This design comes from an exercise in tuning for small area, a short achievable clock period and few clock cycles on the open sky130 flow, not from production work. The RTL was checked by simulation tests, not by an equivalence proof against the original design. No activity file was given, so power comes from the tool's default toggle rates.

== oak ==
// Top
module Top(
  input wire clock,
  input wire reset_n,
  input wire start,
  input wire [127:0] M1_ReadBus1,
  output wire [15:0] M1_ReadAddress1,
  input wire [35:0] M2_ReadBus1,
  input wire [19:0] M2_ReadBus2,
  output wire [15:0] M2_ReadAddress1,
  output wire [15:0] M2_ReadAddress2,
  output wire [127:0] M2_WriteBus,
  output wire [15:0] M2_WriteAddress,
  output wire M2_WriteEnable,
  input wire [127:0] M3_ReadBus1,
  output wire [15:0] M3_ReadAddress1,
  output wire [127:0] M3_WriteBus,
  output wire [15:0] M3_WriteAddress,
  output wire M3_WriteEnable,
  output wire [127:0] M4_WriteBus,
  output wire [15:0] M4_WriteAddress,
  output wire M4_WriteEnable
  );
Settings: LEC_CHECK=0, ABC_CLOCK_PERIOD_IN_PS=4000, CAP_MARGIN=20, CORE_MARGIN=2, CORE_UTILIZATION=40, SETUP_SLACK_MARGIN=4, SLEW_MARGIN=20; clock period 8.0 ns.
standard.sh (not shown) runs the stock make flow with config.mk's settings and CLKGATE_MAP_FILE= SYNTH_SCRIPT=/design/flow/synth_recipe.tcl, a recipe that flattens the netlist after the stock synthesis.
==> flow/flow/run.sh <==
#!/bin/bash
set -euo pipefail
bash standard.sh 'BUFFER_PORTS_ARGS=-buffer_cell sky130_fd_sc_hd__buf_1' finish > make_finish.log 2>&1
oak: it failed with a tool error in I/O pin placement, so there are no final results.
Testbench counts of oak, summed over its fixed seeds: cycles 4,327,112.
Modified inputs, pine compared to oak
--- a/flow/design.v
+++ b/flow/design.v
@@ -14,19 +14,19 @@
   input wire [127:0] M3_ReadBus1,
   output wire [15:0] M3_ReadAddress1,
   output wire [127:0] M3_WriteBus,
   output wire [15:0] M3_WriteAddress,
   output wire M3_WriteEnable,
   output wire [127:0] M4_WriteBus,
   output wire [15:0] M4_WriteAddress,
   output wire M4_WriteEnable
   );
-  localparam REPLAY = 1'b0;
+  localparam REPLAY = 1'b1;
   localparam [14:0] LASTW = 15'd19199;
   localparam [27:0] NPIX = 28'd307200;
   localparam [2:0] L_CAP  = 3'd0,    
                    L_A2   = 3'd1,    
                    L_B2   = 3'd2,    
                    L_A3   = 3'd3,    
                    L_B3   = 3'd4,    
                    L_LOOP = 3'd5;    
   reg s_clr, s_hist, s_drain, s_lut, s_out, s_wait, s_rep;
--- outcome ---
Of oak and pine, only pine finishes the flow clean. NOTE die outline height oak->pine increased by a few percent. Note that the average footprint of a synthesized cell recorded for pine amounts to 0.880 times the value seen in oak. Re adder-cell area share of the yosys netlist: pine is 0.39 points down on oak. What oak reported for synthesized instance count has to be multiplied by 1.3 to get the figure for pine. Compared with oak, pine shows a lower mux contribution to synthesized area. Compared with oak, pine shows a higher post-synthesis cell area. Taking oak as the reference, in pine async set-or-reset flop fraction in the synthesized netlist lower, area fraction in and, or, nand and nor cells after synthesis went up by 4.6 points.
Testbench counts of pine, summed over its fixed seeds: cycles 2,318,192.

* * *

Setup of main:
The RTL this note starts from:
==> flow/design.v <==
module Top(
  input wire clock,
  input wire reset_n,
  input wire start,
  input wire [127:0] M1_ReadBus1,
  output wire [15:0] M1_ReadAddress1,
  input wire [35:0] M2_ReadBus1,
  input wire [19:0] M2_ReadBus2,
  output wire [15:0] M2_ReadAddress1,
  output wire [15:0] M2_ReadAddress2,
  output wire [127:0] M2_WriteBus,
  output wire [15:0] M2_WriteAddress,
  output wire M2_WriteEnable,
  input wire [127:0] M3_ReadBus1,
  output wire [15:0] M3_ReadAddress1,
  output wire [127:0] M3_WriteBus,
  output wire [15:0] M3_WriteAddress,
  output wire M3_WriteEnable,
  output wire [127:0] M4_WriteBus,
  output wire [15:0] M4_WriteAddress,
  output wire M4_WriteEnable
  );
  localparam REPLAY = 1'b1;
  localparam [14:0] LASTW = 15'd19199;
  localparam [27:0] NPIX = 28'd307200;
  reg s_clr, s_hist, s_drain, s_lut, s_out, s_wait, s_rep;
  wire idle = !(s_clr || s_hist || s_drain || s_lut || s_out || s_wait || s_rep);
  reg [14:0] w;         
  reg [2:0]  ph;        
  reg        dc;        
  reg o_cap, o_a2, o_b2, o_a3, o_b3, o_loop;
  reg hf;               
  reg cf;               
  reg [13:0] xr;        
  reg cinr;             
  reg [7:0] v;
  reg found;
  reg [7:0]  ra1, ra2;
  reg [15:0] ra3;       
  reg        pv;        
  reg        od;        
  reg [5:0]  phd;       
  reg        fwd2, fwd3;
  reg        we2, we3, m4we;
  reg [7:0]  wa2;
  reg [15:0] wa3;
  reg [14:0] m4a;
  reg [127:0] asm;
  wire [18:0] a_c3 = asm[26:8];
  wire [18:0] a_c2 = asm[67:49];
  wire [13:0] El   = asm[81:68];
  wire [13:0] Eh   = asm[95:82];
  wire [19:0] Dn   = asm[115:96];
  function [18:0] inc19;
    input [18:0] c;
    input ci;
    integer i;
    begin
      for (i = 0; i < 19; i = i + 1)
        inc19[i] = c[i] ^ (ci & ((c & ((19'd1 << i) - 19'd1)) == ((19'd1 << i) - 19'd1)));
    end
  endfunction
  function [14:0] add14;
    input [13:0] a, b;
    input ci;
    integer i, l;
    reg [14:0] g, p, g2, p2;
    begin
      g = {(a & b), ci};
      p = {(a ^ b), 1'b0};
      for (l = 1; l < 16; l = l * 2) begin
        g2 = g; p2 = p;
        for (i = 0; i < 15; i = i + 1)
          if ((i & l) != 0) begin
            g2[i] = g[i] | (p[i] & g[(i & ~(l - 1)) - 1]);
            p2[i] = p[i] & p[(i & ~(l - 1)) - 1];
          end
        g = g2; p = p2;
      end
      add14[13:0] = a ^ b ^ g[13:0];
      add14[14] = g[14];
    end
  endfunction
  reg [7:0] p1, p2, p3;
  always @(*) begin
    case (ph)
      3'd0: begin p1 = M1_ReadBus1[7:0];     p2 = M1_ReadBus1[15:8];    p3 = M1_ReadBus1[23:16];   end
      3'd1: begin p1 = M1_ReadBus1[31:24];   p2 = M1_ReadBus1[39:32];   p3 = M1_ReadBus1[47:40];   end
      3'd2: begin p1 = M1_ReadBus1[55:48];   p2 = M1_ReadBus1[63:56];   p3 = M1_ReadBus1[71:64];   end
      3'd3: begin p1 = M1_ReadBus1[79:72];   p2 = M1_ReadBus1[87:80];   p3 = M1_ReadBus1[95:88];   end
      3'd4: begin p1 = M1_ReadBus1[103:96];  p2 = M1_ReadBus1[111:104]; p3 = M1_ReadBus1[119:112]; end
      3'd5: begin p1 = M1_ReadBus1[127:120]; p2 = M1_ReadBus1[111:104]; p3 = M1_ReadBus1[63:56];   end
      3'd6: begin p1 = M1_ReadBus1[15:8];    p2 = M1_ReadBus1[111:104]; p3 = M1_ReadBus1[87:80];   end
      default: begin p1 = M1_ReadBus1[39:32]; p2 = M1_ReadBus1[111:104]; p3 = M1_ReadBus1[111:104]; end
    endcase
  end
  assign M1_ReadAddress1 = {1'b0, w};
  assign M2_ReadAddress1 = {8'd0, ra1};
  assign M2_ReadAddress2 = {8'd0, ra2};
  assign M3_ReadAddress1 = ra3;
  assign M2_WriteEnable  = we2;
  assign M2_WriteAddress = {8'd0, wa2};
  assign M2_WriteBus     = {92'd0, asm[67:32]};
  assign M3_WriteEnable  = we3;
  assign M3_WriteAddress = wa3;
  assign M3_WriteBus     = asm;
  assign M4_WriteEnable  = m4we;
  assign M4_WriteAddress = {1'b0, m4a};
  assign M4_WriteBus     = asm;
  wire [18:0] c2 = fwd2 ? a_c2 : M2_ReadBus1[35:17];
  wire [18:0] c3 = fwd3 ? a_c3 : M3_ReadBus1[26:8];
  wire [18:0] c2n = inc19(c2, pv);
  wire [18:0] c3n = inc19(c3, pv);
  wire [14:0] s14 = add14(hf ? Eh : El, xr, hf ? cf : cinr);
  wire loop_go = found && (v != 8'd255) && !Eh[13];
  wire e_op = o_a2 || o_b2 || o_a3 || o_b3 || (o_loop && (hf || loop_go));
  wire emit = o_loop && !hf && !loop_go;
  wire lut_end = emit && (ra1 == 8'd255);
  wire [18:0] bus_c2 = M2_ReadBus1[35:17];
  wire [18:0] bus_c3 = M3_ReadBus1[26:8];
  reg  [13:0] xn;
  reg         cn;
  always @(*) begin
    xn = Dn[13:0]; cn = 1'b0;
    if (o_cap) xn = found ? {bus_c2[5:0], 8'd0} : bus_c2[13:0];
    else if (o_a2 && !hf) xn = found ? {1'b0, a_c2[18:6]} : {9'd0, a_c2[18:14]};
    else if (o_a2 && hf) begin xn = found ? ~a_c2[13:0] : a_c3[13:0]; cn = found; end
    else if (o_b2 && !hf) begin xn = found ? {9'h1ff, ~a_c2[18:14]} : {9'd0, a_c3[18:14]}; cn = found; end
    else if (o_b2 && hf) xn = found ? {a_c3[5:0], 8'd0} : El;
    else if (o_a3 && !hf) xn = {1'b0, a_c3[18:6]};
    else if (o_a3 && hf) begin xn = ~a_c3[13:0]; cn = 1'b1; end
    else if (o_b3 && !hf) begin xn = {9'h1ff, ~a_c3[18:14]}; cn = 1'b1; end
    else if (o_loop && !hf) xn = {{8{Dn[19]}}, Dn[19:14]};
  end
  wire wlast = (w == LASTW);
  wire [14:0] w_inc = wlast ? 15'd0 : w + 15'd1;
  wire nz_next = (bus_c2 != 19'd0) || (bus_c3 != 19'd0);
  wire hist_end = s_hist && ph == 3'd7 && wlast;
  wire out_end  = s_out && ph == 3'd5 && wlast;
  always @(posedge clock or negedge reset_n) begin
    if (!reset_n) begin
      s_clr <= 1'b0; s_hist <= 1'b0; s_drain <= 1'b0; s_lut <= 1'b0;
      s_out <= 1'b0; s_wait <= 1'b0; s_rep <= 1'b0;
      w <= 15'd0; ph <= 3'd0; dc <= 1'b0;
      o_cap <= 1'b0; o_a2 <= 1'b0; o_b2 <= 1'b0; o_a3 <= 1'b0; o_b3 <= 1'b0; o_loop <= 1'b0;
      hf <= 1'b0; found <= 1'b0; v <= 8'd0;
      pv <= 1'b0; od <= 1'b0; we2 <= 1'b0; we3 <= 1'b0; m4we <= 1'b0;
    end else begin
      pv <= s_hist;
      od <= s_out;
      m4we <= (od && phd[5]) || s_rep;
      we2 <= pv || emit;
      we3 <= pv || emit || s_clr || (REPLAY && od && phd[5]);
      if (start && idle) s_clr <= 1'b1;
      else if (s_clr && ra1 == 8'd255) begin s_clr <= 1'b0; s_hist <= 1'b1; end
      if (hist_end) begin s_hist <= 1'b0; s_drain <= 1'b1; end
      if (s_drain || s_wait) dc <= ~dc;
      if (s_drain && dc) begin
        s_drain <= 1'b0; s_lut <= 1'b1; o_cap <= 1'b1; hf <= 1'b0; found <= 1'b0; v <= 8'd0;
      end
      if (lut_end) begin s_lut <= 1'b0; s_out <= 1'b1; end
      if (out_end) begin s_out <= 1'b0; s_wait <= 1'b1; end
      if (s_wait && dc) begin
        s_wait <= 1'b0;
        if (REPLAY) s_rep <= 1'b1; else s_hist <= 1'b1;
      end
      if (s_hist) ph <= ph + 3'd1;
      else if (s_out) ph <= (ph == 3'd5) ? 3'd0 : ph + 3'd1;
      else ph <= 3'd0;
      if ((s_hist && ph == 3'd7) || (s_out && ph == 3'd5) || s_rep) w <= w_inc;
      if (o_cap) begin
        o_cap <= 1'b0;
        if (nz_next) o_a2 <= 1'b1; else o_loop <= 1'b1;
      end
      if (o_a2 || o_b2 || o_a3 || o_b3) hf <= ~hf;
      if (o_a2 && hf) begin o_a2 <= 1'b0; o_b2 <= 1'b1; end
      if (o_b2 && hf) begin
        o_b2 <= 1'b0; found <= 1'b1;
        if (found) o_a3 <= 1'b1; else o_loop <= 1'b1;
      end
      if (o_a3 && hf) begin o_a3 <= 1'b0; o_b3 <= 1'b1; end
      if (o_b3 && hf) begin o_b3 <= 1'b0; o_loop <= 1'b1; end
      if (o_loop) begin
        if (hf) begin hf <= 1'b0; v <= v + 8'd1; end
        else if (loop_go) hf <= 1'b1;
        else begin o_loop <= 1'b0; if (!lut_end) o_cap <= 1'b1; end
      end
    end
  end
  wire [7:0] ra1_inc = ra1 + 8'd1;
  always @(posedge clock) begin
    phd <= {s_out && ph == 3'd5, s_out && ph == 3'd4, s_out && ph == 3'd3,
            s_out && ph == 3'd2, s_out && ph == 3'd1, s_out && ph == 3'd0};
    if ((s_out && ph == 3'd5) || s_rep) m4a <= w;
    fwd2 <= pv && (ra1 == p1);
    fwd3 <= pv && (ra3[7:0] == p3);
    if (s_clr || emit) begin
      ra1 <= ra1_inc; ra3 <= {8'd0, ra1_inc};
    end else if (s_lut) begin
    end else if (s_drain || idle) begin
      ra1 <= 8'd0; ra3 <= 16'd0;
    end else if (s_rep || (s_wait && dc && REPLAY)) begin
      ra3 <= {1'b1, s_rep ? w_inc : 15'd0};
    end else begin
      ra1 <= p1;
      ra2 <= p2;
      ra3 <= {8'd0, p3};
    end
    wa2 <= ra1;
    wa3 <= (od && phd[5]) ? {1'b1, m4a} : {8'd0, ra3[7:0]};
    if (pv || o_cap) begin
      asm[67:49] <= c2n;
      asm[26:8]  <= c3n;
    end
    if (s_clr || emit) begin
      asm[26:8] <= 19'd0; asm[67:49] <= 19'd0;
      asm[7:0] <= v; asm[39:32] <= v;
    end
    if (e_op) begin
      if (hf) asm[95:82] <= s14[13:0];
      else begin asm[81:68] <= s14[13:0]; cf <= s14[14]; end
    end
    if (o_b2 && hf && !found) asm[115:96] <= {s14[5:0], El};
    xr <= xn; cinr <= cn;
    if (s_drain) asm[95:68] <= 28'd0 - NPIX;
    if (s_rep) asm <= M3_ReadBus1;
    if (od) begin
      if (phd[0]) begin asm[7:0]     <= M2_ReadBus1[7:0]; asm[15:8]    <= M2_ReadBus2[7:0]; asm[23:16]   <= M3_ReadBus1[7:0]; end
      if (phd[1]) begin asm[31:24]   <= M2_ReadBus1[7:0]; asm[39:32]   <= M2_ReadBus2[7:0]; asm[47:40]   <= M3_ReadBus1[7:0]; end
      if (phd[2]) begin asm[55:48]   <= M2_ReadBus1[7:0]; asm[63:56]   <= M2_ReadBus2[7:0]; asm[71:64]   <= M3_ReadBus1[7:0]; end
      if (phd[3]) begin asm[79:72]   <= M2_ReadBus1[7:0]; asm[87:80]   <= M2_ReadBus2[7:0]; asm[95:88]   <= M3_ReadBus1[7:0]; end
      if (phd[4]) begin asm[103:96]  <= M2_ReadBus1[7:0]; asm[111:104] <= M2_ReadBus2[7:0]; asm[119:112] <= M3_ReadBus1[7:0]; end
      if (phd[5]) asm[127:120] <= M2_ReadBus1[7:0];
    end
  end
endmodule
Settings: LEC_CHECK=0, ABC_AREA=1, CAP_MARGIN=20, CORE_AREA=3 3 237 237, CTS_BUF_LIST=sky130_fd_sc_hd__clkbuf_4 sky130_fd_sc_hd__clkbuf_8, DIE_AREA=0 0 240 240, SETUP_SLACK_MARGIN=5, SLEW_MARGIN=20; clock period 8.0 ns.
Scripts as last shown in full above: flow/flow/run.sh
Testbench counts of main, summed over its fixed seeds: cycles 2,326,192.
## Diff of input files: the feature branch against main
--- a/flow/design.v
+++ b/flow/design.v
@@ -18,11 +18,11 @@
   output wire M3_WriteEnable,
   output wire [127:0] M4_WriteBus,
   output wire [15:0] M4_WriteAddress,
   output wire M4_WriteEnable
   );
-  localparam REPLAY = 1'b1;
+  localparam REPLAY = 1'b0;
   localparam [14:0] LASTW = 15'd19199;
   localparam [27:0] NPIX = 28'd307200;
   reg s_clr, s_hist, s_drain, s_lut, s_out, s_wait, s_rep;
   wire idle = !(s_clr || s_hist || s_drain || s_lut || s_out || s_wait || s_rep);
   reg [14:0] w;         
@@ -98,11 +98,11 @@
   assign M2_ReadAddress1 = {8'd0, ra1};
   assign M2_ReadAddress2 = {8'd0, ra2};
   assign M3_ReadAddress1 = ra3;
   assign M2_WriteEnable  = we2;
   assign M2_WriteAddress = {8'd0, wa2};
-  assign M2_WriteBus     = {92'd0, asm[67:32]};
+  assign M2_WriteBus     = {asm[31:0], asm[127:32]};
   assign M3_WriteEnable  = we3;
   assign M3_WriteAddress = wa3;
   assign M3_WriteBus     = asm;
   assign M4_WriteEnable  = m4we;
   assign M4_WriteAddress = {1'b0, m4a};
Results
Going from main to the feature branch, portion of total power attributed to the clock network dropped 1.8 points, power spent charging and discharging nets dropped about 6%, final period demand of the worst path dropped 12 ps, overall global routing resource usage dropped 4.3 points, maximum frequency climbed about 0.4%.
The feature branch vs. main: overall power consumption went down by 5.7%.
Testbench counts of the feature branch, summed over its fixed seeds: cycles 4,343,112.

==> static timing again, ports no longer ideal <==
Ports are ideal in the flow. The routed layouts listed here were re-timed in OpenROAD.
Step 1 assumes that a clkbuf_16 drives the clock port and a buf_2 every other input.
Step 2 moves the port delays by t, midway between the first and last clock arrival at a register: inputs arrive t later, outputs are due t later. That takes back most of the time a late clock gives input paths.
Three values: no drivers, after step 1, after step 2; two values: the first two.
| run | t (ns) | slack for setup (ns) | worst setup path at the end | slew at the worst register clock pin (ns) |
|---|---|---|---|---|
| pine | 0.652 | 3.768 / 3.768 / 3.768 | register to register | 0.07 / 0.07 |
| main | 0.697 | 5.018 / 4.962 / 4.402 | input to register | 0.07 / 0.07 |
| the feature branch | 0.663 | 5.031 / 4.979 / 4.602 | input to register | 0.07 / 0.07 |
After both steps setup and hold are still met in every run listed. For main, which loses most, drivers alone change the setup slack by -0.056 ns; drivers and shift together by -0.616 ns.
